Context: an optimization exercise on an open-source flow, tuned for small area. The choices shown serve that exercise and are no tape-out recipe. Only simulation tests tie the RTL to the original design; equivalence was not proved. No driver is modelled on the clock port, so clocking that relies on it looks cheaper here than on a real chip. Power is estimated from default activity; no workload was simulated.

File: design.v
/*verilator lint_off WIDTH*/
module FIFO
#(
	parameter data_width=32,
	parameter size=32,
	parameter device_id=1
)
(
	input [data_width-1:0] data_in,
	output [data_width-1:0] data_out,
	input clk,
	input next,
	input insert,
	input clear,
	output full,
	output empty
);
	reg [data_width-1:0] mem[size];
	reg [9:0] words_inside;
	assign data_out=mem[0];
	assign full=words_inside==size;
	assign empty=words_inside==0;
	always @(posedge clk) begin
		if (clear)
			words_inside<=0;
		else if (!(insert&&next)) begin
			if (insert && ~full)
				words_inside<=words_inside+1;
			else if (next && ~empty)
				words_inside<=words_inside-1;
		end
	end
	generate
		genvar pos;
		for (pos=0; pos<size; pos=pos+1) begin: registers
			always @(posedge clk) begin
				mem[pos]<=
					insert^next?
						insert && words_inside==pos?
							data_in
						:
							next?
								pos+1!=size?
									mem[pos+1]
								:
									0
							:
								mem[pos]
					:
						insert&&next?
							pos<words_inside-1?
								pos+1!=size?
									mem[pos+1]
								:
									0
							:
								data_in
						:
							mem[pos];
			end
		end
	endgenerate
endmodule
module BusReader
#(
	parameter bus_width=32,		 
	parameter bus_max_devices=16,
	parameter bus_buffer_size=32,
	parameter device_id=1		 
)
(
	input clk,
	input rst,				 
	input [bus_width-1:0] bus_data,
	input [bus_max_devices-1:0] bus_receiver,
	output [bus_max_devices-1:0] bus_buffer_full,
	input  [bus_max_devices-1:0] bus_voice,
	output [bus_width-1:0] client_data,
	output [bus_max_devices-1:0] client_source_addr,
	input client_next,			 
	output client_buffer_empty,		 
	output client_buffer_full		 
);
	wire data_on_bus=bus_receiver[device_id] && bus_voice;
	generate
		genvar id;
		for (id=0; id<bus_max_devices; id=id+1) begin: buffer_full_bits
			assign bus_buffer_full[id]=id==device_id ? client_buffer_full : 1'b0;
		end
	endgenerate
	wire clear=rst;
	FIFO
	#(
		.data_width(bus_width),
		.size(bus_buffer_size),
		.device_id(device_id)
	) buffer
	(	
		.data_in(bus_data),
		.data_out(client_data),
		.clk(clk),
		.next(client_next),
		.insert(data_on_bus),
		.clear(clear),
		.full(client_buffer_full),
		.empty(client_buffer_empty)
	);
	wire sender_addresses_buffer_full;
	wire sender_addresses_buffer_empty;
	FIFO
	#(
		.data_width(bus_max_devices), 
		.size(bus_buffer_size),
		.device_id(device_id<<1)
	) sender_addresses
	(
		.data_in(bus_voice),
		.data_out(client_source_addr),
		.clk(clk),
		.next(client_next),
		.insert(data_on_bus),
		.clear(clear),
		.full(sender_addresses_buffer_full),
		.empty(sender_addresses_buffer_empty)
	);
endmodule
File: run.sh
#!/bin/bash
# synth_recipe.tcl (not shown) runs the flow's synth.tcl, then flattens the netlist and writes it again
# the make line also repeats each setting of config.mk as NAME=value (left out here)
make -C /OpenROAD-flow-scripts/flow DESIGN_CONFIG=/design/flow/config.mk WORK_HOME=/design/flow/orfs CLKGATE_MAP_FILE= SYNTH_SCRIPT=/design/flow/synth_recipe.tcl finish
File: config.mk
export PLATFORM = sky130hd
export DESIGN_NAME = BusReader
export DESIGN_NICKNAME = BusReader
export VERILOG_FILES = /design/flow/design.v
export SDC_FILE = /design/flow/constraint.sdc
export NUM_CORES = 4
export LEC_CHECK = 0
export CAP_MARGIN = 20
export CORE_MARGIN = 2
export CORE_UTILIZATION = 40
export SLEW_MARGIN = 20
File: constraint.sdc
create_clock -name core_clock -period 6.0 [get_ports {clk}]
set_input_delay 1.2000 -clock core_clock [delete_from_list [all_inputs] [get_ports {clk}]]
set_output_delay 1.2000 -clock core_clock [all_outputs]
set_load 0.01 [all_outputs]
==> impl_metrics.yaml, run 1 <==
logic_synthesis:
  yosys.area_share.simple_pct: 2.73
  synthCells: 4070
  synthMuxAreaShare_pct: 24.5
  synth_edf_count: 1536
  syn_area_um2: 69500
  synth_top_cell_by_area: "edfxtp_1"
  ys_types: 87
  synth_area_per_cell_um2: 17.1
  synthXorXnorAreaFrac_pct: 0.252
  synth_seq_cells: 1556
  synth_compound_area_share_pct: 2.55
  ys_async_sr_fraction_pct: 0
  synth-seq-area-share_pct: 67.0
  synth_area_leaders: "edfxtp_1, mux2_2, mux2_1"
  yosys_most_used_dff: "edfxtp_1"
  synth_adder_area_share_pct: 0.270
  synth_top_family_by_area: "multiplexers"
  synth_top_area_share_pct: 66.4
  synth_warnings: 4
floorplanning:
  rows: 152
  initial_core_util_pct: 40.4
  core_area_um2: 172000
  io_pins: 133
  die_h_um: 421
  fp.dieW_um: 421
  die_area_um2: 177000
clocking:
  clkTransAtPathRegs_ps: 60
  cts_max_path_buffers: 3
  cts-root-buf: "clkbuf_16"
  cts_buffers: 166
  cts_hold_buffers: 0
  clock-sinks: 1556
  cts_tree: "yes"
  cts.htree.levels: 4
  cts_setup_buffers: 0
  ctsResizeCount: 0
  clk_latency_ps: 820
setup_path:
  r2r_start: "sender_addresses.words_inside[1]$_SDFFE_PP0P_"
  critical_path.startpoint_type: "register"
  required_ps: 4800
  path_max_fanout: 12
  critical_path_arrival_ps: 3970
  rr_worst_depth: 10
  crit_type: "reg -> out"
  worst_setup_path_end_kind: "output port"
  r2r_end: "sender_addresses.mem[0][6]$_DFFE_PP_"
  r2r_slack_ps: 1340
timing:
  fin_crit_ps: 5170
  fin_skew_ps: 64.5
  tightest_slew_ps: 1050
  slew_viol_final: 0
  rsz0062_at_grt: "false"
  final_hold_viol_count: 0
  clock.fmax_mhz: 193
  tns_ps: 0
  slew_headroom_pct: 29.7
  setup_slack_ps: 825
  timing.final.crit_share_pct: 86.2
  finalSetupViolations: 0
route:
  drc: 0
  wire_per_inst_um: 20.7
  num_vias: 34200
  drtIter0Drc: 2494
  wirelength_mm: 136
  dr.pass1.iters: 7
  ant_nets: 0
  viasPerCell: 5.19
cells_and_area:
  final_cell_mix: "edfxtp_1, mux2_2, clkbuf_16"
  final_nets: 4226
  area_growth_pct: 13.3
  layout-drive-gt1-share_pct: 44.3
  final_common_cell: "edfxtp_1"
  final_area_um2: 78700
pwr:
  powerDensity_nw_per_um2: 494
  ir_drop_uv: 272
  cellLeakagePower_nw: 27.0
  p_total_mw: 38.9
hold_path:
  hold_start: "buffer.mem[14][26]$_DFFE_PP_"
  holdPathEnd: "buffer.mem[13][26]$_DFFE_PP_"
  hold_path_class: "reg -> reg"
  hold_depth: 1
global_route:
  antenna_found_initial: 3
  grt_pass1_vias: 34800
  grtUsageTotal_pct: 15.5
  grt-ovfl-total: 0
  grt_first_pass_wirelength_mm: 214
  grt_max_degree: 33
outcome:
  status: "no timing/DRC/antenna violations"
placement:
  dp_hpwl_mm: 84.0
  gp_congestion: 0.848
  pre_cts_slack_ps: 175
  io_buffers: 102
  placed_area_um2: 73500
run:
  drv_cap: 0
[worst max-delay path, cell delays in order (launching register included)]
cell and delay (ps):
dfxtp_1 450, inv_1 220, ha_1 620, nor4b_1 700
and4b_1 580, clkdlybuf4s50_1 620
[state kept, by name (all words and copies together) (netlist names)]
register	cells
sender_addresses.mem	512
sender_addresses.words_inside	10
buffer.words_inside	10
buffer.mem	1024
[power breakdown]
group | internal (mW) | leakage [nW] | switching [mW]
registers | 16.9 | 15.3 | 0.871
clock network | 5.34 | 2.46 | 4.27
logic | 6.10 | 9.29 | 5.42
[worst max path at each step]
stage          slack (ps)  cells after the start                     endpoint                                 from
2_1_floorplan         420                      9  buffer.mem[15][0]$_DFFE_PP_                         bus_voice[7]
3_3_place_gp          170                     11  buffer.mem[23][6]$_DFFE_PP_                         bus_voice[8]
3_5_place_dp          170                     12  buffer.mem[4][20]$_DFFE_PP_                         bus_voice[8]
4_1_cts               750                      5           client_buffer_full  buffer.words_inside[0]$_SDFFE_PP0P_
5_1_grt               560                      5           client_buffer_full  buffer.words_inside[1]$_SDFFE_PP0P_
6_report              830                      5           client_buffer_full  buffer.words_inside[1]$_SDFFE_PP0P_
[through the flow]
stage               utilization, %  std cells  hold slack [ps]
CTS                           45.7       6579              496
global placement              42.7       6283              505
global route                  45.7       6584              507
detailed placement            42.7       6283              512
finish                        45.7       6584              498
floorplan                        -       4084              501
[logic make-up (layout without fill, tap and decap cells)]
logic type	count (synthesis)	in the layout
adders and majority gates	15	15
buffers and inverters	397	585
other	1	17
DFF	1556	1556
muxes	1493	1493
AOI/OAI and AO/OA	236	236
and+or+nand+nor	352	352
xor gates and xnor gates	20	20
[Yosys cell counts, drive strengths merged (5+ instances only)]
master,n
or4,8
o22ai,9
nor4,13
mux2i,5
or2,6
clkbuf,207
and3,11
xor2,9
o211ai,7
buf,172
edfxtp,1536
nor2b,8
nor2,59
a31oi,14
nor3,29
mux2,1488
ha,15
xnor2,11
nand2,80
and2,62
a21oi,106
inv,17
nand2b,10
dfxtp,20
o21ai,24
o22a,8
nand3,35
a22oi,18
o31ai,6
or3,13
[layer usage]
metal	global-route usage (%)	up-vias	wire length [µm]
li1	-	15900	-
met1	21.8	17500	64700
met5	0	-	0
met2	24.8	558	63400
met3	2.57	196	4990
met4	4.52	0	3020
[layout make-up]
cell class	instances	area [µm²]
antenna	2	5.00
clock buffer	219	4430
clock inverter	77	693
fill	14700	93400
inverter	18	67.6
multi-input combinational	2131	21600
sequential	1556	46500
tap	2310	2890
timing repair buffer	271	2490
==> inputs of run 2 (changes only) <==
==> design.v (replaced) <==
module RowLoad
#(
	parameter w=1
)
(
	input load,
	input keep,		 
	input [w-1:0] d,
	input [w-1:0] q,
	output [w-1:0] y
);
	assign y=({w{load}} & d) | ({w{keep}} & q);
endmodule
module Select3N
#(
	parameter w=1
)
(
	input s0, s1, s2,
	input [w-1:0] a0, a1, a2,
	output [w-1:0] y_n
);
	assign y_n=~(({w{s0}} & a0) | ({w{s1}} & a1) | ({w{s2}} & a2));
endmodule
module Select2N
#(
	parameter w=1
)
(
	input s0, s1,
	input [w-1:0] a0, a1,
	output [w-1:0] y_n
);
	assign y_n=~(({w{s0}} & a0) | ({w{s1}} & a1));
endmodule
module CombineN
#(
	parameter w=1,
	parameter n=11
)
(
	input [n*w-1:0] y_n,
	output reg [w-1:0] y
);
	integer i;
	always @(*) begin
		y={w{1'b1}};
		for (i=0; i<n; i=i+1)
			y=y & y_n[i*w+:w];
		y=~y;
	end
endmodule
module BusReader
#(
	parameter bus_width=32,		 
	parameter bus_max_devices=16,
	parameter bus_buffer_size=32,
	parameter device_id=1		 
)
(
	input clk,
	input rst,				 
	input [bus_width-1:0] bus_data,
	input [bus_max_devices-1:0] bus_receiver,
	output [bus_max_devices-1:0] bus_buffer_full,
	input  [bus_max_devices-1:0] bus_voice,
	output [bus_width-1:0] client_data,
	output [bus_max_devices-1:0] client_source_addr,
	input client_next,			 
	output client_buffer_empty,		 
	output client_buffer_full		 
);
	localparam dw=bus_width+bus_max_devices;
	localparam size=bus_buffer_size;
	localparam aw=5;			 
	wire data_on_bus=bus_receiver[device_id] && (bus_voice!=0);
	wire [dw-1:0] data_in={bus_voice, bus_data};
	generate
		genvar id;
		for (id=0; id<bus_max_devices; id=id+1) begin: buffer_full_bits
			assign bus_buffer_full[id]=id==device_id ? client_buffer_full : 1'b0;
		end
	endgenerate
	reg [aw:0] wp, rp;
	assign client_buffer_empty=wp==rp;
	assign client_buffer_full=(wp[aw-1:0]==rp[aw-1:0]) && (wp[aw]!=rp[aw]);
	wire pop=client_next && !client_buffer_empty;
	wire push=data_on_bus && (client_next ? !client_buffer_empty : !client_buffer_full);
	always @(posedge clk) begin
		if (rst) begin
			wp<=0;
			rp<=0;
		end else begin
			if (push)
				wp<=wp+1'b1;
			if (pop)
				rp<=rp+1'b1;
		end
	end
	wire [size-1:0] rsel;
	wire [size*dw-1:0] all_q;
	genvar r;
	generate
		for (r=0; r<size; r=r+1) begin: rows
			reg [dw-1:0] q;
			wire [dw-1:0] q_next;
			wire we=push && wp[aw-1:0]==r;
			genvar b;
			for (b=0; b<dw; b=b+1) begin: bits
				RowLoad load (.load(we), .keep(!we), .d(data_in[b]), .q(q[b]), .y(q_next[b]));
			end
			always @(posedge clk)
				q<=q_next;
			assign rsel[r]=rp[aw-1:0]==r;
			assign all_q[r*dw+:dw]=q;
		end
	endgenerate
	localparam groups=(size+2)/3;
	wire [groups*dw-1:0] grp_n;
	genvar g;
	generate
		for (g=0; g<groups; g=g+1) begin: rd
			if (3*g+2<size) begin: three
				genvar b;
				for (b=0; b<dw; b=b+1) begin: bits
					Select3N sel (
						.s0(rsel[3*g]), .s1(rsel[3*g+1]), .s2(rsel[3*g+2]),
						.a0(all_q[(3*g)*dw+b]), .a1(all_q[(3*g+1)*dw+b]), .a2(all_q[(3*g+2)*dw+b]),
						.y_n(grp_n[g*dw+b]));
				end
			end else begin: two
				genvar b;
				for (b=0; b<dw; b=b+1) begin: bits
					Select2N sel (
						.s0(rsel[3*g]), .s1(rsel[3*g+1]),
						.a0(all_q[(3*g)*dw+b]), .a1(all_q[(3*g+1)*dw+b]),
						.y_n(grp_n[g*dw+b]));
				end
			end
		end
	endgenerate
	CombineN #(.w(dw), .n(groups)) comb (.y_n(grp_n), .y({client_source_addr, client_data}));
endmodule
--- a/config.mk
+++ b/config.mk
@@ -9,3 +9,5 @@
 export CORE_MARGIN = 2
 export CORE_UTILIZATION = 40
 export SLEW_MARGIN = 20
+export SYNTH_HIERARCHICAL = 1
+export SYNTH_MINIMUM_KEEP_SIZE = 0
==> impl_metrics.yaml, run 2 <==
pwr:
  ir_drop_uv: 298
  cellLeakagePower_nw: 24.1
  seqPwrFrac_pct: 47.1
  p_sw_share_pct: 26.1
  powerDensity_nw_per_um2: 410
  comb_power_share_pct: 14.0
  p_total_mw: 26.0
  p_int_mw: 19.2
  power_frac_clock_pct: 38.9
  p_sw_mw: 6.79
cells_and_area:
  final_nets: 4554
  layout-drive-gt1-share_pct: 13.2
  area_growth_pct: 21.3
  largest_reg_flops: 1536
  final_cell_mix: "dfxtp_1, a22o_1, a222oi_1"
  multiInputGateArea_um2: 21800
  fillers: 11400
  regArea_um2: 31000
  largest_register: "rows.q"
  fin_cells: 6344
  final_common_cell: "dfxtp_1"
  top_regs: "rows.q: 1536 flops, rp: 6 flops, wp: 6 flops"
global_route:
  grt_pass1_vias: 43000
  antenna_found_initial: 3
  grt_max_degree: 49
  grt_first_pass_wirelength_mm: 308
  grtUsageTotal_pct: 31.3
  grt-ovfl-total: 0
setup_path:
  path_cells: "nand2_1, nor2_4, buf_4, a222oi_1, nand3_1, or3_1, clkdlybuf4s50_1"
  path_max_fanout: 26
  r2r_slack_ps: 2610
  crit_type: "reg -> out"
  critical_path_arrival_ps: 4560
  critPathMaxStageDelay_ps: 880
  critical_path.startpoint_type: "register"
  worst-path-buf-inv: 2
  worst_setup_path_end_kind: "output port"
  crit_family: "simple AND/OR/NAND/NOR gates"
  required_ps: 4800
  critPathSlowestCell: "nor2_4"
timing:
  fin_crit_ps: 5760
  tns_ps: 0
  slew_viol_final: 0
  whs_ps: 469
  final_hold_viol_count: 0
  rsz0062_at_grt: "false"
  finalSetupViolations: 0
  fin_skew_ps: 30.4
  timing.final.crit_share_pct: 96.0
  setup_slack_ps: 242
  clock.fmax_mhz: 174
  slew_headroom_pct: 23.5
  tightest_slew_ps: 1140
logic_synthesis:
  synth_area_leaders: "dfxtp_1, a22o_1, a222oi_1"
  yosysMostFrequentCell: "dfxtp_1"
  synth_area_per_cell_um2: 12.9
  synth_edf_count: 0
  synthXorXnorAreaFrac_pct: 0.165
  yosys_most_used_dff: "dfxtp_1"
  synthCells: 4039
  synth_compound_area_share_pct: 36.3
  synthMuxAreaShare_pct: 0.0191
  synth_adder_area_share_pct: 0.287
  synth_top_family_by_area: "compound AO/OA/AOI/OAI gates"
  synth-seq-area-share_pct: 59.3
  yosys.area_share.simple_pct: 3.51
  synth_top_cell_by_area: "dfxtp_1"
  synth_seq_cells: 1548
  ys_types: 37
  yosys-top-cells-count: "dfxtp_1, a22o_1, a222oi_1, nand4_1, nor2_1"
  ys_async_sr_fraction_pct: 0
  synth_top_area_share_pct: 59.3
  syn_area_um2: 52300
  synth_warnings: 8
floorplanning:
  die_h_um: 366
  initial_core_util_pct: 40.3
  core_area_um2: 130000
  io_pins: 133
  fp.dieW_um: 366
  rows: 132
  die_area_um2: 134000
route:
  drtIter0Drc: 9271
  maxUsedRoutingLayer: "met5"
  wire_per_inst_um: 34.3
  ant_nets: 0
  wl_met1_mm: 88.1
  met3_length_mm: 26.1
  wirelength_mm: 218
  dr_wl_met2_mm: 93.7
  num_vias: 45300
  viasPerCell: 7.14
  dr.pass1.iters: 10
  drc: 0
clocking:
  clk_latency_ps: 790
  cts_tree: "yes"
  cts_hold_buffers: 0
  cts_max_path_buffers: 3
  clock-sinks: 1548
  ctsResizeCount: 0
  cts-root-buf: "clkbuf_16"
  cts_buffers: 153
  clkTransAtPathRegs_ps: 70
  cts.htree.levels: 4
  cts_setup_buffers: 0
hold_path:
  hold_path_class: "reg -> reg"
outcome:
  status: "no timing/DRC/antenna violations"
placement:
  pre_cts_slack_ps: 1070
  dp_hpwl_mm: 120
  io_buffers: 102
  gp_congestion: 0.823
  dp_cells: 6062
run:
  drv_cap: 0
[run 2: cell count changes after synthesis, sizes merged, moves of 30 or more]
cell / before / now
a21oi: 106 / 8
nand2: 80 / 41
a22o: 0 / 1536
nand3: 35 / 66
clkbuf: 207 / 7
nand4: 4 / 97
a222oi: 0 / 480
a22oi: 18 / 48
dfxtp: 20 / 1548
and2: 62 / 0
mux2: 1488 / 0
buf: 172 / 22
or3: 13 / 52
edfxtp: 1536 / 0
[run 2: metrics by stage]
step	instance area (µm²)	utilization [%]
global route	63500	48.9
detailed placement	58200	44.9
global placement	58200	44.9
finish	63500	48.9
floorplan	52400	-
CTS	63500	49.0
[run 2: layout make-up]
| cell class | count | area share (%) |
|---|---|---|
| Inverter | 11 | 0.0651 |
| Sequential cell | 1548 | 48.8 |
| Tap cell | 1742 | 3.43 |
| Timing Repair Buffer | 296 | 4.89 |
| Clock buffer | 225 | 7.23 |
| Multi-Input combinational cell | 2465 | 34.4 |
| Antenna cell | 1 | 0.00394 |
| Clock inverter | 56 | 1.12 |
[run 2: cell families after synthesis]
family                   after synthesis
buffers and inverters                 40
flip-flops                          1548
multiplexers                           1
AO/OA/AOI/OAI                       2082
XOR/XNOR                               9
adder cells (fa/ha/maj)               12
AND/OR/NAND/NOR                      346
other                                  1
[run 2: final timing paths]
path         depth (start not counted)             startpoint                      to
min reg2reg                          1  rows[13].q[5]$_DFF_P_   rows[13].q[5]$_DFF_P_
max reg2reg                          7     wp[3]$_SDFFE_PP0P_  rows[22].q[42]$_DFF_P_
min                                  1  rows[13].q[5]$_DFF_P_   rows[13].q[5]$_DFF_P_
max                                  7     rp[3]$_SDFFE_PP0P_          client_data[2]
[run 2: per-layer routing]
| metal | up-vias | track usage, % |
|---|---|---|
| li1 | 18700 | - |
| met1 | 22700 | 42.6 |
| met2 | 3395 | 46.8 |
| met3 | 541 | 7.62 |
| met4 | 2 | 14.2 |
| met5 | - | 0.182 |
[run 2: power groups by stage]
stage	logic [mW]	clock network (mW)	registers, mW
global route	3.83	10.6	12.4
CTS	3.58	10.2	12.2
finish	3.64	10.1	12.2
global placement	3.48	0	12.4
floorplan	1.95	0	12.2
detailed placement	3.56	0	12.4
[run 2: Yosys stat by module, one instance, submodules excluded, a selection]
module / cell area (µm²) / cells inside / times used / flip-flops and latches
BusReader: 32300 / 1783 / 1 / 1548
Select2N: 12.5 / 1 / 48 / 0
RowLoad: 8.76 / 1 / 1536 / 0
Select3N: 10.0 / 1 / 480 / 0
==> inputs of run 3 (changes only) <==
==> flow/run.sh (new file) <==
#!/bin/bash
# Layout flow: the standard ORFS flow (standard.sh), unchanged except for
#  - the port buffers, which are the smallest buffer (buf_1) instead of a delay cell;
#  - the clock tree: small sink clusters under clkbuf_8 leaves, without dummy loads.
# Each step's full output goes to a log file here; ORFS's own logs are under orfs/logs.
set -euo pipefail
export BUFFER_PORTS_ARGS="-buffer_cell sky130_fd_sc_hd__buf_1"
export CTS_ARGS="-sink_clustering_enable -repair_clock_nets -dont_use_dummy_load -sink_clustering_size 16 -sink_clustering_max_diameter 50 -buf_list sky130_fd_sc_hd__clkbuf_8"
bash standard.sh synth > flow_synth.log 2>&1
bash standard.sh finish > flow_layout.log 2>&1
==> standard.sh (new file) <==
#!/bin/bash
# synth_recipe.tcl (not shown) runs the flow's synth.tcl, then flattens the netlist and writes it again
# the make line also repeats each setting of config.mk as NAME=value (left out here)
make -C /OpenROAD-flow-scripts/flow DESIGN_CONFIG=/design/flow/config.mk WORK_HOME=/design/flow/orfs CLKGATE_MAP_FILE= SYNTH_SCRIPT=/design/flow/synth_recipe.tcl "${@:-finish}"
--- a/config.mk
+++ b/config.mk
@@ -5,9 +5,9 @@
 export SDC_FILE = /design/flow/constraint.sdc
 export NUM_CORES = 4
 export LEC_CHECK = 0
-export CAP_MARGIN = 20
+export CAP_MARGIN = 10
 export CORE_MARGIN = 2
-export CORE_UTILIZATION = 40
-export SLEW_MARGIN = 20
+export CORE_UTILIZATION = 65
+export SLEW_MARGIN = 10
 export SYNTH_HIERARCHICAL = 1
 export SYNTH_MINIMUM_KEEP_SIZE = 0
removed: run.sh
==> impl_metrics.yaml, run 3 <==
outcome:
  status: "no timing/DRC/antenna violations"
clocking:
  cts-root-buf: "clkbuf_8"
  cts_tree: "yes"
  cts_hold_buffers: 0
  cts_buffers: 132
  cts_max_path_buffers: 3
  clock-sinks: 1548
  ctsResizeCount: 0
  clkTransAtPathRegs_ps: 70
  cts.htree.levels: 4
  cts_setup_buffers: 0
  clk_latency_ps: 860
logic_synthesis:
  synth_seq_cells: 1548
  synth_warnings: 8
  ys_types: 37
  synth-seq-area-share_pct: 59.3
  yosys-top-cells-count: "dfxtp_1, a22o_1, a222oi_1, nand4_1, nor2_1"
  syn_area_um2: 52300
  synth_top_cell_by_area: "dfxtp_1"
  synth_edf_count: 0
  yosys_most_used_dff: "dfxtp_1"
  yosys.area_share.simple_pct: 3.51
  ys_async_sr_fraction_pct: 0
  synthXorXnorAreaFrac_pct: 0.165
  synth_top_family_by_area: "compound AO/OA/AOI/OAI gates"
  synthCells: 4039
  synth_area_leaders: "dfxtp_1, a22o_1, a222oi_1"
  synth_adder_area_share_pct: 0.287
  synth_compound_area_share_pct: 36.3
  synth_area_per_cell_um2: 12.9
  yosysMostFrequentCell: "dfxtp_1"
  synth_top_area_share_pct: 59.3
  synthMuxAreaShare_pct: 0.0191
cells_and_area:
  fin_cells: 5472
  layout-drive-gt1-share_pct: 9.94
  area_growth_pct: 10.5
  final_nets: 4486
  utilization_pct: 72.1
  largest_register: "rows.q"
  final_common_cell: "dfxtp_1"
  largest_reg_flops: 1536
  top_regs: "rows.q: 1536 flops, rp: 6 flops, wp: 6 flops"
  final_cell_mix: "dfxtp_1, a22o_1, a222oi_1"
route:
  drc: 0
  drtIter0Drc: 9718
  num_vias: 45600
  viasPerCell: 8.34
  dr.pass1.iters: 10
  wirelength_mm: 202
  wire_per_inst_um: 36.8
  ant_nets: 0
timing:
  slew_headroom_pct: 8.38
  rsz0062_at_grt: "false"
  tightest_slew_ps: 1370
  slew_viol_final: 0
  fin_skew_ps: 89.2
  timing.final.crit_share_pct: 91.2
  whs_ps: 472
  tns_ps: 0
  finalSetupViolations: 0
  final_hold_viol_count: 0
  clock.fmax_mhz: 183
  fin_crit_ps: 5470
pwr:
  cellLeakagePower_nw: 21.8
  powerDensity_nw_per_um2: 360
  ir_drop_uv: 292
placement:
  dp_cells: 5333
  gp_congestion: 0.870
  io_buffers: 102
  dp_hpwl_mm: 107
floorplanning:
  core_area_um2: 80200
  rows: 104
  die_area_um2: 82700
  fp.dieW_um: 288
  initial_core_util_pct: 65.2
  die_h_um: 288
  io_pins: 133
setup_path:
  crit_type: "reg -> out"
  critical_path.startpoint_type: "register"
  r2r_start: "wp[4]$_SDFFE_PP0P_"
  required_ps: 4800
  rr_worst_depth: 8
  r2r_end: "rows[23].q[30]$_DFF_P_"
  path_max_fanout: 28
  critical_path_arrival_ps: 4270
  worst_setup_path_end_kind: "output port"
  r2r_slack_ps: 1860
global_route:
  grt-ovfl-total: 0
  grtUsageTotal_pct: 46.6
  antenna_found_initial: 9
  grt_first_pass_wirelength_mm: 287
  grt_pass1_vias: 42900
  grt_max_degree: 49
run:
  drv_cap: 0
hold_path:
  hold_depth: 1
  hold_path_class: "reg -> reg"
  hold_start: "rows[7].q[10]$_DFF_P_"
  holdPathEnd: "rows[7].q[10]$_DFF_P_"
[run 3: cell count changes in the layout (fill, tap and decap cells not counted), moves of 8 or more]
cell	change
clkbuf_1	-30
buf_12	-33
bufinv_16	-14
buf_1	+99
clkbuf_8	+96
clkdlybuf4s50_1	-94
clkinv_2	-26
buf_2	-8
clkbuf_16	-159
buf_4	-14
[run 3: worst max path at each step]
stage / startpoint / to / slack [ps] / cells past startpoint
floorplan: rp[0]$_SDFFE_PP0P_ / client_data[0] / 780 / 7
global placement: bus_voice[10] / rows[26].q[44]$_DFF_P_ / 1020 / 8
detailed placement: bus_voice[10] / rows[23].q[1]$_DFF_P_ / 930 / 8
CTS: rp[3]$_SDFFE_PP0P_ / client_data[21] / 670 / 8
global route: rp[3]$_SDFFE_PP0P_ / client_data[25] / 430 / 8
finish: rp[2]$_SDFFE_PP0P_ / client_data[25] / 530 / 8
[run 3: cells by family after synthesis]
kind of cell	Yosys count
buffers and inverters	40
DFF	1548
AOI/OAI and AO/OA	2082
xor gates and xnor gates	9
other	1
muxes	1
adders and majority gates	12
and+or+nand+nor	346
[run 3: final cells by class]
type / instances / area, µm²
Antenna cell: 7 / 17.5
Clock buffer: 132 / 1820
Fill cell: 5659 / 22400
Inverter: 11 / 41.3
Multi-Input combinational cell: 2465 / 21800
Sequential cell: 1548 / 31000
Tap cell: 1060 / 1330
Timing Repair Buffer: 249 / 1740
[run 3: through the flow]
step	power, mW	cell area, µm²	worst slack (ps)
finish	20.8	57800	526
global route	21.3	57800	427
CTS	20.6	57800	668
detailed placement	15.6	55900	927
global placement	15.5	55900	1020
floorplan	14.2	52400	781
[run 3: worst max-delay path: stages (launching register included)]
cell and delay, ps:
dfxtp_1 430, nand2_1 420, nor2_1 380, ha_2 940
buf_4 360, a222oi_1 130, nand4_1 280, or3_1 180
buf_1 340
[run 3: layer usage]
layer | vias up | global-route usage, % | wire, µm
li1 | 18400 | - | -
met1 | 22200 | 62.0 | 74000
met2 | 4251 | 65.6 | 82100
met3 | 853 | 15.7 | 32000
met4 | 6 | 27.9 | 13400
met5 | - | 0.291 | 53
[run 3: power breakdown]
group / leakage [nW] / switching, mW / total [mW] / internal [mW]
clock network: 0.949 / 3.25 / 5.22 / 1.97
logic: 8.32 / 1.87 / 3.30 / 1.44
registers: 12.6 / 0.706 / 12.2 / 11.5
[run 3: per-module statistics from Yosys (local to each module, per instance), a selection]
module / copies in the design / cells inside / flops+latches
BusReader: 1 / 1783 / 1548
RowLoad: 1536 / 1 / 0
Select2N: 48 / 1 / 0
Select3N: 480 / 1 / 0
==> inputs of run 4 (changes only) <==
==> design.v (replaced) <==
module RowNextN
(
	input keep,
	input shift,
	input load,
	input own,
	input above,
	input word,
	output y_n
);
	assign y_n=~((keep & own) | (shift & above) | (load & word));
endmodule
module RowTopN
(
	input keep,
	input load,
	input own,
	input word,
	output y_n
);
	assign y_n=~((keep | word) & (load | own));
endmodule
module Flip
(
	input a,
	input inv,
	output y
);
	assign y=a ^ inv;
endmodule
module BusReader
#(
	parameter bus_width=32,		 
	parameter bus_max_devices=16,
	parameter bus_buffer_size=32,
	parameter device_id=1		 
)
(
	input clk,
	input rst,				 
	input [bus_width-1:0] bus_data,
	input [bus_max_devices-1:0] bus_receiver,
	output [bus_max_devices-1:0] bus_buffer_full,
	input  [bus_max_devices-1:0] bus_voice,
	output [bus_width-1:0] client_data,
	output [bus_max_devices-1:0] client_source_addr,
	input client_next,			 
	output client_buffer_empty,		 
	output client_buffer_full		 
);
	localparam dw=bus_width+bus_max_devices;
	localparam size=bus_buffer_size;
	wire data_on_bus=bus_receiver[device_id] && (bus_voice!=0);
	wire [dw-1:0] data_in={bus_voice, bus_data};
	generate
		genvar id;
		for (id=0; id<bus_max_devices; id=id+1) begin: buffer_full_bits
			assign bus_buffer_full[id]=id==device_id ? client_buffer_full : 1'b0;
		end
	endgenerate
	reg [5:0] words_inside;		 
	reg pol;
	assign client_buffer_empty=words_inside==0;
	assign client_buffer_full=words_inside[5];
	wire pop=client_next && !client_buffer_empty;
	wire push=data_on_bus && (client_next ? !client_buffer_empty : !client_buffer_full);
	always @(posedge clk) begin
		if (rst)
			words_inside<=0;
		else if (push && !pop)
			words_inside<=words_inside+1'b1;
		else if (pop && !push)
			words_inside<=words_inside-1'b1;
		pol<=rst ? 1'b0 : !pol;
	end
	wire [4:0] tail=words_inside[4:0]-pop;
	wire [dw-1:0] word_lo, word_hi;
	genvar r, b;
	generate
		for (b=0; b<dw; b=b+1) begin: word_bits
			Flip lo (.a(data_in[b]), .inv(pol), .y(word_lo[b]));
			Flip hi (.a(data_in[b]), .inv(pol), .y(word_hi[b]));
		end
	endgenerate
	wire [size*dw-1:0] all_q;
	generate
		for (r=0; r<size; r=r+1) begin: rows
			reg [dw-1:0] q;
			wire [dw-1:0] q_next;
			wire [dw-1:0] word=r<size/2 ? word_lo : word_hi;
			wire load=push && tail==r;
			if (r<size-1) begin: mid
				wire shift=pop && !load;
				wire hold=!pop && !load;
				for (b=0; b<dw; b=b+1) begin: bits
					RowNextN nx (.keep(hold), .shift(shift), .load(load),
						.own(q[b]), .above(all_q[(r+1)*dw+b]), .word(word[b]), .y_n(q_next[b]));
				end
			end else begin: top
				wire hold=!load;
				for (b=0; b<dw; b=b+1) begin: bits
					RowTopN nx (.keep(hold), .load(load), .own(q[b]), .word(word[b]), .y_n(q_next[b]));
				end
			end
			always @(posedge clk)
				q<=q_next;
			assign all_q[r*dw+:dw]=q;
		end
	endgenerate
	assign {client_source_addr, client_data}=all_q[0+:dw] ^ {dw{pol}};
endmodule
==> impl_metrics.yaml, run 4 <==
setup_path:
  crit_type: "reg -> reg"
  r2r_end: "rows[26].q[10]$_DFF_P_"
  worst_setup_path_end_kind: "register"
  r2r_start: "words_inside[0]$_SDFFE_PP0P_"
  r2r_slack_ps: 840
  rr_worst_depth: 11
  path_max_fanout: 50
  required_ps: 6660
  critical_path.startpoint_type: "register"
  critical_path_arrival_ps: 5820
floorplanning:
  initial_core_util_pct: 65.5
  io_pins: 133
  rows: 100
  die_h_um: 278
  core_area_um2: 74300
  fp.dieW_um: 278
  die_area_um2: 77100
logic_synthesis:
  synth_seq_cells: 1543
  synth_top_area_share_pct: 63.5
  synth_warnings: 7
  synth_edf_count: 0
  yosys_most_used_dff: "dfxtp_1"
  synth_top_cell_by_area: "dfxtp_1"
  synth-seq-area-share_pct: 63.5
  synth_area_per_cell_um2: 14.1
  synthCells: 3448
  syn_area_um2: 48700
  yosysMostFrequentCell: "dfxtp_1"
  yosys-top-cells-count: "dfxtp_1, a222oi_1, xor2_1, nor2_1, o22ai_1"
  ys_types: 48
  ys_async_sr_fraction_pct: 0
  synth_area_leaders: "dfxtp_1, a222oi_1, xor2_1"
global_route:
  grt-ovfl-total: 0
  grt_first_pass_wirelength_mm: 182
  antenna_found_initial: 3
  grt_pass1_vias: 36100
  grt_max_degree: 98
  grtUsageTotal_pct: 27.3
cells_and_area:
  utilization_pct: 72.4
  final_common_cell: "dfxtp_1"
  fillers: 5259
  largest_register: "rows.q"
  final_nets: 3852
  layout-drive-gt1-share_pct: 10.4
  area_growth_pct: 10.6
  top_regs: "rows.q: 1536 flops, words_inside: 6 flops, pol: 1 flops"
  largest_reg_flops: 1536
  final_area_um2: 53800
  final_cell_mix: "dfxtp_1, a222oi_1, clkbuf_8"
timing:
  final_hold_viol_count: 0
  whs_ps: 386
  slew_viol_final: 0
  tns_ps: 0
  slew_headroom_pct: 16.4
  tightest_slew_ps: 1250
  timing.final.crit_share_pct: 86.0
  fin_crit_ps: 5160
  setup_slack_ps: 842
  fin_skew_ps: 80.0
  rsz0062_at_grt: "false"
  finalSetupViolations: 0
  clock.fmax_mhz: 194
clocking:
  ctsResizeCount: 0
  cts-root-buf: "clkbuf_8"
  cts_max_path_buffers: 3
  cts_setup_buffers: 0
  clkTransAtPathRegs_ps: 90
  clk_latency_ps: 800
  clock-sinks: 1543
  cts.htree.levels: 4
  cts_buffers: 132
  cts_tree: "yes"
  cts_hold_buffers: 0
placement:
  gp_congestion: 0.889
  pre_cts_slack_ps: 565
  placed_area_um2: 51600
  io_buffers: 102
  dp_hpwl_mm: 76.4
pwr:
  ir_drop_uv: 462
  powerDensity_nw_per_um2: 661
  cellLeakagePower_nw: 19.5
route:
  ant_nets: 0
  dr.pass1.iters: 14
  wirelength_mm: 110
  drtIter0Drc: 6646
  wire_per_inst_um: 23.2
  viasPerCell: 7.86
  num_vias: 37300
  drc: 0
hold_path:
  hold_path_class: "reg -> reg"
  hold_start: "rows[8].q[15]$_DFF_P_"
  holdPathEnd: "rows[7].q[15]$_DFF_P_"
  hold_depth: 1
outcome:
  status: "no timing/DRC/antenna violations"
run:
  drv_cap: 0
## run 4: cell count changes after synthesis, moves of 9 or more
cell and delta:
a22o_1 -1536, a222oi_1 +1008, xor2_1 +146, nand4_1 -93
nand3_1 -63, or3_1 -50, a22oi_2 -48, o22ai_1 +48
nand2_1 -32, nor3_1 +9
## run 4: worst max-delay path, cell delays in order, from the launching register on
cell and delay [ps]:
dfxtp_1 370, nor4_2 430, nand2_1 180, nand2_4 100, inv_2 40, ha_1 180, ha_1 440, nor2b_1 660
nand4_1 610, nor2_4 1090, nor2_4 420, a222oi_1 510
## run 4: area by class of cell
class	count	area, µm²	area share (%)
Tap cell	969	1210	2.25
Sequential cell	1543	30900	57.4
Clock buffer	132	1820	3.38
Timing Repair Buffer	218	1280	2.38
Antenna cell	3	7.51	0.0140
Inverter	10	37.5	0.0698
Multi-Input combinational cell	1872	18600	34.5
## run 4: cells by family after synthesis
group | count (synthesis) | share of synthesized area (%)
AOI/OAI and AO/OA | 1564 | 31.7
adders and majority gates | 8 | 0.221
other | 1 | 0.00770
and+or+nand+nor | 134 | 1.42
DFF | 1543 | 63.5
xor gates and xnor gates | 151 | 2.73
buffers and inverters | 47 | 0.506
## run 4: how the worst max path moves through the flow
stage          cells after the start                endpoint                    startpoint
2_1_floorplan                     12   rows[12].q[0]$_DFF_P_                   client_next
3_3_place_gp                      10   rows[26].q[8]$_DFF_P_                   client_next
3_5_place_dp                      10  rows[26].q[10]$_DFF_P_                   client_next
4_1_cts                           11  rows[26].q[10]$_DFF_P_  words_inside[0]$_SDFFE_PP0P_
5_1_grt                           11  rows[22].q[10]$_DFF_P_  words_inside[0]$_SDFFE_PP0P_
6_report                          11  rows[26].q[10]$_DFF_P_  words_inside[0]$_SDFFE_PP0P_
## run 4: Yosys stat by module (local to each module, per instance)
| module | cells inside | area (µm²) |
|---|---|---|
| RowTopN | 1 | 6.26 |
| RowNextN | 1 | 10.0 |
| Flip | 1 | 8.76 |
| BusReader | 1816 | 32600 |
## run 4: report_power, final
part | internal, mW | switching, mW
registers | 16.0 | 2.83
logic | 5.77 | 6.02
clock network | 1.97 | 2.99
total | 23.7 | 11.8
## run 4: routing by layer
metal,track usage (%),routed length [µm],vias up
li1,-,-,17200
met1,34.1,47100,18600
met2,48.7,55200,1330
met3,3.77,5760,141
met4,8.58,2270,0
met5,0,0,-
## run 4: per-stage QoR
stage | total power [mW] | std cells
floorplan | 27.3 | 3462
global placement | 29.6 | 4611
detailed placement | 30.7 | 4611
CTS | 35.5 | 4743
global route | 37.8 | 4747
finish | 35.6 | 4747
==> inputs of run 5 (changes only) <==
==> flow/run.sh (replaced) <==
#!/bin/bash
# Layout flow: the standard ORFS flow (standard.sh), unchanged except for
#  - the port buffers, which are the smallest buffer (buf_1) instead of a delay cell;
#  - the clock tree: small sink clusters under clkbuf_4 leaves, without dummy
#    loads; then each clock buffer gets the smallest clkbuf size that keeps the
#    slew of the pins it drives under 110 ps (flow/clk_resize.tcl, run at the
#    end of ORFS's CTS step).
# Each step's full output goes to a log file here; ORFS's own logs are under orfs/logs.
set -euo pipefail
here=$(pwd)
export BUFFER_PORTS_ARGS="-buffer_cell sky130_fd_sc_hd__buf_1"
export CTS_ARGS="-sink_clustering_enable -repair_clock_nets -dont_use_dummy_load -sink_clustering_size 10 -sink_clustering_max_diameter 35 -buf_list sky130_fd_sc_hd__clkbuf_4"
export POST_CTS_TCL="$here/flow/clk_resize.tcl"
bash standard.sh synth > flow_synth.log 2>&1
bash standard.sh finish > flow_layout.log 2>&1
==> flow/clk_resize.tcl (new file) <==
# Run after clock tree synthesis (POST_CTS_TCL): give each clock tree buffer
# the smallest clkbuf size that keeps the slew at every pin it drives under
# the limit (placement parasitics). Leaf buffers first, then the levels above.
set clk_slew_limit 0.110
set clk_sizes {sky130_fd_sc_hd__clkbuf_2 sky130_fd_sc_hd__clkbuf_4 sky130_fd_sc_hd__clkbuf_8 sky130_fd_sc_hd__clkbuf_16}
estimate_parasitics -placement

proc clk_load_slew { name } {
  set worst 0.0
  set net [get_nets -of_objects [get_pins $name/X]]
  foreach pin [get_pins -of_objects $net -filter "direction==input"] {
    foreach rf {slew_max_rise slew_max_fall} {
      set s [get_property $pin $rf]
      if { $s > $worst } { set worst $s }
    }
  }
  return $worst
}

proc clk_drives_regs { name } {
  set net [get_nets -of_objects [get_pins $name/X]]
  foreach pin [get_pins -of_objects $net -filter "direction==input"] {
    if { [string match "*/CLK" [get_full_name $pin]] } { return 1 }
  }
  return 0
}

set leaves {}
set upper {}
foreach inst [get_cells * -filter "ref_name =~ sky130_fd_sc_hd__clkbuf_*"] {
  set name [get_full_name $inst]
  if { ![string match "clkbuf_*" $name] } { continue }
  if { [clk_drives_regs $name] } { lappend leaves $name } else { lappend upper $name }
}
set changed 0
foreach name [concat $leaves $upper] {
  set orig [get_property [get_cells $name] ref_name]
  set done 0
  foreach size $clk_sizes {
    replace_cell $name $size
    if { [clk_load_slew $name] <= $clk_slew_limit } { set done 1; break }
  }
  if { !$done } { replace_cell $name $orig }
  if { [get_property [get_cells $name] ref_name] ne $orig } { incr changed }
}
puts "clock buffer resizing: [llength $leaves] leaf and [llength $upper] upper buffers, $changed changed"
set worst 0.0
foreach pin [all_registers -clock_pins] {
  foreach rf {slew_max_rise slew_max_fall} {
    set s [get_property $pin $rf]
    if { $s > $worst } { set worst $s }
  }
}
puts "worst flip-flop clock pin slew after resizing: $worst"
detailed_placement
check_placement -verbose
--- a/config.mk
+++ b/config.mk
@@ -7,7 +7,7 @@
 export LEC_CHECK = 0
 export CAP_MARGIN = 10
 export CORE_MARGIN = 2
-export CORE_UTILIZATION = 65
+export CORE_UTILIZATION = 55
 export SLEW_MARGIN = 10
 export SYNTH_HIERARCHICAL = 1
 export SYNTH_MINIMUM_KEEP_SIZE = 0
==> impl_metrics.yaml, run 5 <==
cells_and_area:
  final_cell_mix: "dfxtp_1, a222oi_1, clkbuf_4"
  area_growth_pct: 10.6
  largest_reg_flops: 1536
  largest_register: "rows.q"
  top_regs: "rows.q: 1536 flops, words_inside: 6 flops, pol: 1 flops"
  final_nets: 3953
  fillers: 7337
  final_common_cell: "dfxtp_1"
  layout-drive-gt1-share_pct: 12.1
floorplanning:
  rows: 109
  io_pins: 133
  core_area_um2: 88100
  fp.dieW_um: 301
  die_area_um2: 90900
  initial_core_util_pct: 55.3
  die_h_um: 301
logic_synthesis:
  synth_seq_cells: 1543
  synth_top_area_share_pct: 63.5
  yosysMostFrequentCell: "dfxtp_1"
  yosys-top-cells-count: "dfxtp_1, a222oi_1, xor2_1, nor2_1, o22ai_1"
  syn_area_um2: 48700
  yosys_most_used_dff: "dfxtp_1"
  synth-seq-area-share_pct: 63.5
  synth_edf_count: 0
  ys_types: 48
  synth_area_per_cell_um2: 14.1
  synth_warnings: 7
  synth_area_leaders: "dfxtp_1, a222oi_1, xor2_1"
  synthCells: 3448
  ys_async_sr_fraction_pct: 0
  synth_top_cell_by_area: "dfxtp_1"
route:
  viasPerCell: 7.31
  drtIter0Drc: 6233
  dr.pass1.iters: 11
  drc: 0
  wire_per_inst_um: 22.2
  wirelength_mm: 112
  num_vias: 36900
  ant_nets: 0
placement:
  io_buffers: 102
  pre_cts_slack_ps: 558
  gp_congestion: 0.849
  dp_hpwl_mm: 79.1
clocking:
  cts_tree: "yes"
  clkTransAtPathRegs_ps: 100
  clock-sinks: 1543
  clk_latency_ps: 1120
global_route:
  grt_first_pass_wirelength_mm: 187
  grtUsageTotal_pct: 24.0
  antenna_found_initial: 2
  grt-ovfl-total: 0
  grt_max_degree: 94
  grt_pass1_vias: 36700
timing:
  slew_headroom_pct: 17.9
  fin_crit_ps: 5300
  clock.fmax_mhz: 189
  setup_slack_ps: 702
  rsz0062_at_grt: "false"
  slew_viol_final: 0
  finalSetupViolations: 0
  tightest_slew_ps: 1230
  final_hold_viol_count: 0
  fin_skew_ps: 116
  tns_ps: 0
  timing.final.crit_share_pct: 88.3
setup_path:
  worst_setup_path_end_kind: "register"
  path_max_fanout: 50
  critical_path.startpoint_type: "register"
  crit_type: "reg -> reg"
  required_ps: 6910
  critical_path_arrival_ps: 6210
run:
  drv_cap: 0
pwr:
  cellLeakagePower_nw: 19.7
  powerDensity_nw_per_um2: 652
  ir_drop_uv: 458
outcome:
  status: "no timing/DRC/antenna violations"
hold_path:
  hold_path_class: "reg -> reg"
run 5: path summary, 6_finish.rpt:
kind | start | slack (ps) | depth (start not counted) | end
worst max-delay path | words_inside[2]$_SDFFE_PP0P_ | 700 | 11 | rows[22].q[29]$_DFF_P_
worst min-delay path | rows[8].q[7]$_DFF_P_ | 370 | 1 | rows[7].q[7]$_DFF_P_
worst max register to register | words_inside[2]$_SDFFE_PP0P_ | 700 | 11 | rows[22].q[29]$_DFF_P_
worst min register to register | rows[8].q[7]$_DFF_P_ | 370 | 1 | rows[7].q[7]$_DFF_P_
run 5: metrics by stage:
stage	util (%)	instances	hold WS, ps	area (µm²)	total power [mW]
finish	61.1	5048	367	53800	35.1
global route	61.1	5044	393	53800	37.6
detailed placement	59.3	4843	425	52200	30.8
global placement	59.3	4843	419	52200	29.9
floorplan	-	3462	416	48800	27.3
run 5: area by class of cell:
class | instances | area, µm² | share of cell area [%]
Multi-Input combinational cell | 1872 | 18400 | 34.2
Inverter | 10 | 37.5 | 0.0697
Timing Repair Buffer | 254 | 1560 | 2.90
Tap cell | 1165 | 1460 | 2.71
Sequential cell | 1543 | 30900 | 57.4
Antenna cell | 7 | 17.5 | 0.0325
Clock buffer | 197 | 1440 | 2.67
run 5: routing by layer:
layer,vias up,GRT usage (%),part of all wire [%]
li1,17500,-,-
met1,18200,29.7,44
met2,1038,42.3,49
met3,185,4.11,5.0
met4,0,7.72,2.1
met5,-,0,0
run 5: cell families (layout without fill, tap and decap cells):
kind of cell / count (synthesis) / after routing / synth area share (%)
AOI/OAI and AO/OA: 1564 / 1564 / 31.7
xor gates and xnor gates: 151 / 151 / 2.73
adders and majority gates: 8 / 8 / 0.221
buffers and inverters: 47 / 461 / 0.506
DFF: 1543 / 1543 / 63.5
other: 1 / 22 / 0.00770
and+or+nand+nor: 134 / 134 / 1.42
run 5: critical path, cell delays in order, from the launching register on:
cell	delay (ps)
dfxtp_1	460
nor4_2	360
nand2_1	180
nand2_4	100
inv_2	40
ha_1	190
ha_1	460
nor2b_1	620
nand4_1	620
nor2_4	1110
nor2_4	420
a222oi_1	540
run 5: Yosys stat by module, one instance, submodules excluded:
module	area, µm²	copies in the design	cells	flops+latches
Flip	8.76	96	1	0
RowTopN	6.26	48	1	0
BusReader	32600	1	1816	1543
RowNextN	10.0	1488	1	0
run 5: report_power, final:
group	switching, mW	total [mW]	internal, mW
logic	5.98	11.8	5.84
registers	2.78	18.8	16.0
clock network	3.05	4.50	1.45
total	11.8	35.1	23.3
==> inputs of run 6 (changes only) <==
==> design.v (replaced) <==
module RowNextN
(
	input keep,
	input shift,
	input own,
	input below,
	output y_n
);
	assign y_n=~((keep | below) & (shift | own));
endmodule
module Select3N
(
	input s0, s1, s2,
	input a0, a1, a2,
	output y_n
);
	assign y_n=~((s0 & a0) | (s1 & a1) | (s2 & a2));
endmodule
module Select2N
(
	input s0, s1,
	input a0, a1,
	output y_n
);
	assign y_n=~((s0 & a0) | (s1 & a1));
endmodule
module CombineN
#(
	parameter w=48,
	parameter n=11
)
(
	input [n*w-1:0] y_n,
	output reg [w-1:0] y
);
	integer i;
	always @(*) begin
		y={w{1'b1}};
		for (i=0; i<n; i=i+1)
			y=y & y_n[i*w+:w];
		y=~y;
	end
endmodule
module BusReader
#(
	parameter bus_width=32,		 
	parameter bus_max_devices=16,
	parameter bus_buffer_size=32,
	parameter device_id=1		 
)
(
	input clk,
	input rst,				 
	input [bus_width-1:0] bus_data,
	input [bus_max_devices-1:0] bus_receiver,
	output [bus_max_devices-1:0] bus_buffer_full,
	input  [bus_max_devices-1:0] bus_voice,
	output [bus_width-1:0] client_data,
	output [bus_max_devices-1:0] client_source_addr,
	input client_next,			 
	output client_buffer_empty,		 
	output client_buffer_full		 
);
	localparam dw=bus_width+bus_max_devices;
	localparam size=bus_buffer_size;
	wire data_on_bus=bus_receiver[device_id] && (bus_voice!=0);
	wire [dw-1:0] data_in={bus_voice, bus_data};
	generate
		genvar id;
		for (id=0; id<bus_max_devices; id=id+1) begin: buffer_full_bits
			assign bus_buffer_full[id]=id==device_id ? client_buffer_full : 1'b0;
		end
	endgenerate
	reg [5:0] words_inside;		 
	reg pol;
	assign client_buffer_empty=words_inside==0;
	assign client_buffer_full=words_inside[5];
	wire pop=client_next && !client_buffer_empty;
	wire push=data_on_bus && (client_next ? !client_buffer_empty : !client_buffer_full);
	always @(posedge clk) begin
		if (rst)
			words_inside<=0;
		else if (push && !pop)
			words_inside<=words_inside+1'b1;
		else if (pop && !push)
			words_inside<=words_inside-1'b1;
		pol<=rst ? 1'b0 : !pol;
	end
	wire [dw-1:0] word_in=data_in ^ {dw{pol}};
	wire keep=!push;
	wire [(size+1)*dw-1:0] all_q;		 
	assign all_q[0+:dw]=word_in;
	genvar r, b;
	generate
		for (r=0; r<size; r=r+1) begin: rows
			reg [dw-1:0] q;
			wire [dw-1:0] q_next;
			for (b=0; b<dw; b=b+1) begin: bits
				RowNextN nx (.keep(keep), .shift(push), .own(q[b]), .below(all_q[r*dw+b]), .y_n(q_next[b]));
			end
			always @(posedge clk)
				q<=q_next;
			assign all_q[(r+1)*dw+:dw]=q;
		end
	endgenerate
	wire [4:0] head=words_inside[4:0]-1'b1;
	wire [size-1:0] rsel;
	generate
		for (r=0; r<size; r=r+1) begin: rsels
			assign rsel[r]=head==r;
		end
	endgenerate
	localparam groups=(size+2)/3;
	wire [groups*dw-1:0] grp_n;
	genvar g;
	generate
		for (g=0; g<groups; g=g+1) begin: rd
			for (b=0; b<dw; b=b+1) begin: bits
				if (3*g+2<size) begin: three
					Select3N sel (
						.s0(rsel[3*g]), .s1(rsel[3*g+1]), .s2(rsel[3*g+2]),
						.a0(all_q[(3*g+1)*dw+b]), .a1(all_q[(3*g+2)*dw+b]), .a2(all_q[(3*g+3)*dw+b]),
						.y_n(grp_n[g*dw+b]));
				end else begin: two
					Select2N sel (
						.s0(rsel[3*g]), .s1(rsel[3*g+1]),
						.a0(all_q[(3*g+1)*dw+b]), .a1(all_q[(3*g+2)*dw+b]),
						.y_n(grp_n[g*dw+b]));
				end
			end
		end
	endgenerate
	wire [dw-1:0] oldest;
	CombineN #(.w(dw), .n(groups)) comb (.y_n(grp_n), .y(oldest));
	assign {client_source_addr, client_data}=oldest ^ {dw{pol}};
endmodule
==> impl_metrics.yaml, run 6 <==
cells_and_area:
  final_common_cell: "dfxtp_1"
  largest_register: "rows.q"
  regArea_um2: 30900
  largest_reg_flops: 1536
  utilization_pct: 60.3
  final_nets: 4492
  area_growth_pct: 9.16
  layout-drive-gt1-share_pct: 9.01
  top_regs: "rows.q: 1536 flops, words_inside: 6 flops, pol: 1 flops"
  multiInputGateArea_um2: 17900
  fillers: 7608
  final_cell_mix: "dfxtp_1, o22ai_1, a222oi_1"
setup_path:
  rr_worst_depth: 8
  r2r_slack_ps: 1870
  required_ps: 4800
  worst_setup_path_end_kind: "output port"
  critical_path.startpoint_type: "register"
  crit_family: "simple AND/OR/NAND/NOR gates"
  worst-path-buf-inv: 2
  path_max_fanout: 24
  critPathMaxStageDelay_ps: 1010
  crit_type: "reg -> out"
  critPathSlowestCell: "nor2_4"
  r2r_start: "words_inside[0]$_SDFFE_PP0P_"
  cp.depth: 8
  critical_path_arrival_ps: 4700
  r2r_end: "rows[16].q[16]$_DFF_P_"
  path_cells: "or3b_2, nor2_4, buf_4, a222oi_1, nand4_1, or3_1, xor2_1, buf_1"
hold_path:
  holdPathEnd: "rows[0].q[20]$_DFF_P_"
  hold_path_class: "in -> reg"
  hold_depth: 3
  hold_start: "bus_data[20]"
logic_synthesis:
  synth_warnings: 8
  synth-seq-area-share_pct: 63.4
  synth_top_cell_by_area: "dfxtp_1"
  synth_top_area_share_pct: 63.4
  synth_area_per_cell_um2: 12.1
  synth_seq_cells: 1543
  yosysMostFrequentCell: "dfxtp_1"
  ys_types: 41
  synth_edf_count: 0
  syn_area_um2: 48700
  ys_async_sr_fraction_pct: 0
  synth_area_leaders: "dfxtp_1, o22ai_1, a222oi_1"
  yosys_most_used_dff: "dfxtp_1"
  synthCells: 4027
  yosys-top-cells-count: "dfxtp_1, o22ai_1, a222oi_1, nand4_1, xor2_1"
pwr:
  cellLeakagePower_nw: 19.1
  p_int_mw: 21.9
  power_frac_clock_pct: 13.4
  comb_power_share_pct: 28.8
  ir_drop_uv: 414
  p_sw_mw: 13.1
  p_sw_share_pct: 37.4
  powerDensity_nw_per_um2: 659
  p_total_mw: 35.0
  seqPwrFrac_pct: 57.8
timing:
  clock.fmax_mhz: 170
  tightest_slew_ps: 1310
  fin_crit_ps: 5900
  tns_ps: 0
  final_hold_viol_count: 0
  slew_viol_final: 0
  fin_skew_ps: 122
  timing.final.crit_share_pct: 98.3
  finalSetupViolations: 0
  slew_headroom_pct: 12.7
  whs_ps: 358
clocking:
  cts_tree: "yes"
  clkTransAtPathRegs_ps: 110
  clock-sinks: 1543
  clk_latency_ps: 1180
global_route:
  grtUsageTotal_pct: 30.3
  antenna_found_initial: 3
  grt_max_degree: 251
  grt_pass1_vias: 36700
  grt-ovfl-total: 0
  grt_first_pass_wirelength_mm: 217
route:
  dr.pass1.iters: 10
  drtIter0Drc: 6540
  wire_per_inst_um: 25.7
  wirelength_mm: 144
  viasPerCell: 7.21
  ant_nets: 0
  drc: 0
  num_vias: 40300
floorplanning:
  die_area_um2: 90900
  fp.dieW_um: 302
  io_pins: 133
  rows: 109
  initial_core_util_pct: 55.3
  core_area_um2: 88100
  die_h_um: 302
placement:
  gp_congestion: 0.782
  io_buffers: 102
  dp_hpwl_mm: 80.1
outcome:
  status: "no timing/DRC/antenna violations"
run:
  drv_cap: 0
-- run 6: cell types whose count changed after synthesis, sizes merged, moves of 11 or more --
cell / previous run / this run
o22ai: 48 / 1536
a222oi: 1488 / 480
nand4: 4 / 99
xor2: 147 / 98
a22oi: 0 / 48
or3: 2 / 49
nand3: 4 / 49
nor2: 75 / 38
clkbuf: 13 / 2
-- run 6: logic make-up after synthesis --
kind of cell,share of synthesized area [%]
mux,0.0437
xor+xnor,1.78
fa+ha+maj,0.170
flops,63.4
simple gates,3.09
buf+inv,0.460
compound gates,31.0
other cells,0.00770
-- run 6: area by class of cell --
class	count	area share [%]
inverters	1	0.00706
multi-input cells	2462	33.7
clock buffers	206	2.75
diodes	10	0.0471
repair buffers	205	2.65
flip-flops and latches	1543	58.1
well taps	1165	2.74
-- run 6: worst max-delay path by stage --
stage / endpoint / from
after global placement: client_data[6] / words_inside[0]$_SDFFE_PP0P_
final: client_source_addr[15] / words_inside[2]$_SDFFE_PP0P_
after global routing: client_source_addr[7] / words_inside[0]$_SDFFE_PP0P_
after detailed placement: client_data[6] / words_inside[0]$_SDFFE_PP0P_
after floorplan: rows[0].q[0]$_DFF_P_ / bus_voice[10]
-- run 6: Yosys stat by module (local to each module, per instance), a selection --
module	area (µm²)	cells inside
Select3N	10.0	1
RowNextN	6.26	1
BusReader	32500	1771
Select2N	12.5	1
-- run 6: power groups by stage --
stage / combinational, mW / clock (mW) / sequential, mW
final: 10.1 / 4.70 / 20.2
after global routing: 10.9 / 5.21 / 21.0
after detailed placement: 9.94 / 0 / 20.3
after global placement: 9.68 / 0 / 20.3
after floorplan: 6.45 / 0 / 16.4
-- run 6: stage by stage --
| step | instances | cell area [µm²] | worst slack (ps) |
|---|---|---|---|
| 2_1_floorplan | 4041 | 48800 | -33580 |
| 5_1_grt | 5589 | 53100 | -11.5 |
| 3_3_place_gp | 5376 | 51700 | 1330 |
| 3_5_place_dp | 5376 | 51700 | 1370 |
| 6_report | 5592 | 53100 | 103 |
-- run 6: metal layers --
metal | global-route usage, % | part of all wire, %
met1 | 45.2 | 44
met2 | 44.3 | 43
met3 | 5.25 | 9.6
met4 | 10.0 | 2.6
met5 | 0 | 0
-- run 6: tightest hold or removal path, cell delays in order --
cell,delay (ps)
buf_1,80
xor2_1,60
o22ai_1,140
==> inputs of run 7 (changes only) <==
--- a/config.mk
+++ b/config.mk
@@ -7,7 +7,7 @@
 export LEC_CHECK = 0
 export CAP_MARGIN = 10
 export CORE_MARGIN = 2
-export CORE_UTILIZATION = 55
+export CORE_UTILIZATION = 62
 export SLEW_MARGIN = 10
 export SYNTH_HIERARCHICAL = 1
 export SYNTH_MINIMUM_KEEP_SIZE = 0
==> impl_metrics.yaml, run 7 <==
route:
  viasPerCell: 7.41
  dr.pass1.iters: 11
  ant_nets: 0
  num_vias: 40300
  drtIter0Drc: 6173
  drc: 0
  wire_per_inst_um: 25.4
  wirelength_mm: 138
cells_and_area:
  fin_cells: 5431
  final_common_cell: "dfxtp_1"
  largest_reg_flops: 1536
  utilization_pct: 68.1
  final_cell_mix: "dfxtp_1, o22ai_1, a222oi_1"
  top_regs: "rows.q: 1536 flops, words_inside: 6 flops, pol: 1 flops"
  layout-drive-gt1-share_pct: 8.33
  largest_register: "rows.q"
  final_area_um2: 52800
  area_growth_pct: 8.47
  final_nets: 4458
setup_path:
  worst_setup_path_end_kind: "output port"
  critical_path.startpoint_type: "register"
  critPathSlowestCell: "buf_4"
  crit_family: "simple AND/OR/NAND/NOR gates"
  path_max_fanout: 40
  required_ps: 4800
  critical_path_arrival_ps: 4650
  critPathMaxStageDelay_ps: 820
  crit_type: "reg -> out"
  worst-path-buf-inv: 2
  path_cells: "or3b_2, nor2_4, buf_4, a222oi_1, nand4_1, or3_1, xor2_1, buf_1"
pwr:
  power_frac_clock_pct: 13.2
  p_int_mw: 21.9
  seqPwrFrac_pct: 58.2
  comb_power_share_pct: 28.6
  p_sw_share_pct: 37.1
  cellLeakagePower_nw: 19.0
  ir_drop_uv: 363
  p_total_mw: 34.8
  p_sw_mw: 12.9
  powerDensity_nw_per_um2: 658
timing:
  whs_ps: 402
  slew_headroom_pct: 15.9
  finalSetupViolations: 0
  slew_viol_final: 0
  clock.fmax_mhz: 171
  timing.final.crit_share_pct: 97.5
  tns_ps: 0
  final_hold_viol_count: 0
  fin_skew_ps: 122
  fin_crit_ps: 5850
  tightest_slew_ps: 1260
  setup_slack_ps: 151
global_route:
  grt_pass1_vias: 36300
  grt_first_pass_wirelength_mm: 211
  antenna_found_initial: 2
  grtUsageTotal_pct: 32.6
  grt_max_degree: 269
  grt-ovfl-total: 0
placement:
  dp_hpwl_mm: 71.6
  gp_congestion: 0.768
  io_buffers: 102
  placed_area_um2: 51400
  pre_cts_slack_ps: 1240
  dp_cells: 5230
floorplanning:
  rows: 102
  core_area_um2: 77600
  io_pins: 133
  initial_core_util_pct: 62.7
  fp.dieW_um: 284
  die_h_um: 284
  die_area_um2: 80800
clocking:
  clkTransAtPathRegs_ps: 100
  clock-sinks: 1543
  cts_tree: "yes"
  clk_latency_ps: 1120
logic_synthesis:
  synth_seq_cells: 1543
  synth_top_cell_by_area: "dfxtp_1"
  ys_types: 41
  synth_area_leaders: "dfxtp_1, o22ai_1, a222oi_1"
  synth_top_area_share_pct: 63.4
  synthCells: 4027
  synth_warnings: 8
  ys_async_sr_fraction_pct: 0
  synth_edf_count: 0
  synth_area_per_cell_um2: 12.1
  synth-seq-area-share_pct: 63.4
  yosysMostFrequentCell: "dfxtp_1"
  yosys_most_used_dff: "dfxtp_1"
  syn_area_um2: 48700
  yosys-top-cells-count: "dfxtp_1, o22ai_1, a222oi_1, nand4_1, xor2_1"
hold_path:
  hold_path_class: "reg -> reg"
run:
  drv_cap: 0
outcome:
  status: "no timing/DRC/antenna violations"
-- run 7: cell counts after synthesis --
Identical to the previous run, type by type.
-- run 7: per-module statistics from Yosys (local to each module, per instance), a selection --
module / copies in the design / area (µm²) / cells / flops+latches
RowNextN: 1536 / 6.26 / 1 / 0
Select3N: 480 / 10.0 / 1 / 0
BusReader: 1 / 32500 / 1771 / 1543
Select2N: 48 / 12.5 / 1 / 0
-- run 7: cell families (layout without fill, tap and decap cells) --
logic type / count (synthesis) / after routing / synth area share [%]
xor+xnor: 99 / 99 / 1.78
fa+ha+maj: 6 / 6 / 0.170
simple gates: 264 / 264 / 3.09
mux: 2 / 2 / 0.0437
flops: 1543 / 1543 / 63.4
compound gates: 2076 / 2076 / 31.0
other cells: 1 / 23 / 0.00770
buf+inv: 36 / 378 / 0.460
-- run 7: worst reg2reg max path, delay by kind of cell (launching register included) --
family	cells	cell delay [ps]
AND/OR/NAND/NOR	4	1340
AO/OA/AOI/OAI	1	510
flip-flops	1	500
buffers and inverters	2	1510
-- run 7: power by group through the flow --
| stage | registers, mW | clock network (mW) | logic [mW] |
|---|---|---|---|
| after floorplan | 16.4 | 0 | 6.45 |
| after global placement | 20.2 | 0 | 9.49 |
| after detailed placement | 20.3 | 0 | 9.78 |
| after global routing | 21.0 | 5.10 | 10.8 |
| final | 20.2 | 4.58 | 9.94 |
-- run 7: layout make-up --
class / count / area (µm²)
repair buffers: 184 / 1270
multi-input cells: 2462 / 17900
inverters: 1 / 3.75
flip-flops and latches: 1543 / 30900
well taps: 1040 / 1300
fillers: 6144 / 24800
diodes: 8 / 20.0
clock buffers: 193 / 1420
-- run 7: worst paths after layout --
kind / slack, ps / end / cells past startpoint / startpoint
min reg2reg: 400 / rows[4].q[39]$_DFF_P_ / 1 / rows[3].q[39]$_DFF_P_
min: 400 / rows[4].q[39]$_DFF_P_ / 1 / rows[3].q[39]$_DFF_P_
max reg2reg: 2050 / rows[4].q[6]$_DFF_P_ / 7 / words_inside[0]$_SDFFE_PP0P_
max: 150 / client_source_addr[0] / 8 / words_inside[2]$_SDFFE_PP0P_
-- run 7: layer usage --
layer | vias to the layer above | wire length, µm | part of all wire (%) | global-route usage, %
met3 | 302 | 14300 | 10 | 5.18
met5 | - | 0 | 0 | 0
met4 | 0 | 3990 | 2.9 | 10.9
met2 | 1886 | 59800 | 43 | 48.1
li1 | 18600 | - | - | -
met1 | 19500 | 59600 | 43 | 48.7

-- afterwards: timing with drivers on the ports --
How much do the figures lean on ideal ports? The routed layouts below were timed once more, with nothing changed but the port constraints.
Step 1, drivers: a clkbuf_16 drives clk and a buf_2 each remaining input, both assumed.
Step 2 adds t to the input delays and takes it off the output delays; t is the mean of the earliest and latest rising clock arrival at the registers after step 1. Input paths then give back, and output paths get back, about the clock's delay inside the block.
Slacks: ideal ports / drivers / drivers and shift; pairs: ideal ports / drivers.
run | shift t [ns] | slack for setup (ns) | worst setup path at the end | latest minus earliest clock arrival (ns)
run 1 | 0.867 | 0.825 / 0.747 / 0.162 | input to register | 0.069 / 0.069
run 2 | 0.863 | 0.242 / 0.160 / 0.972 | input to register | 0.045 / 0.044
run 3 | 0.891 | 0.526 / 0.454 / 0.660 | input to register | 0.089 / 0.090
run 4 | 0.827 | 0.842 / 0.842 / 0.439 | input to register | 0.080 / 0.080
run 5 | 1.120 | 0.702 / 0.702 / 0.333 | input to register | 0.116 / 0.116
run 6 | 1.184 | 0.103 / 0.038 / 1.199 | input to register | 0.122 / 0.122
run 7 | 1.123 | 0.151 / 0.084 / 1.206 | register to output | 0.137 / 0.137
After both steps every run listed still meets setup and hold. The setup slack of run 1, which loses most, moves by -0.078 ns with the drivers and by -0.663 ns with both steps.
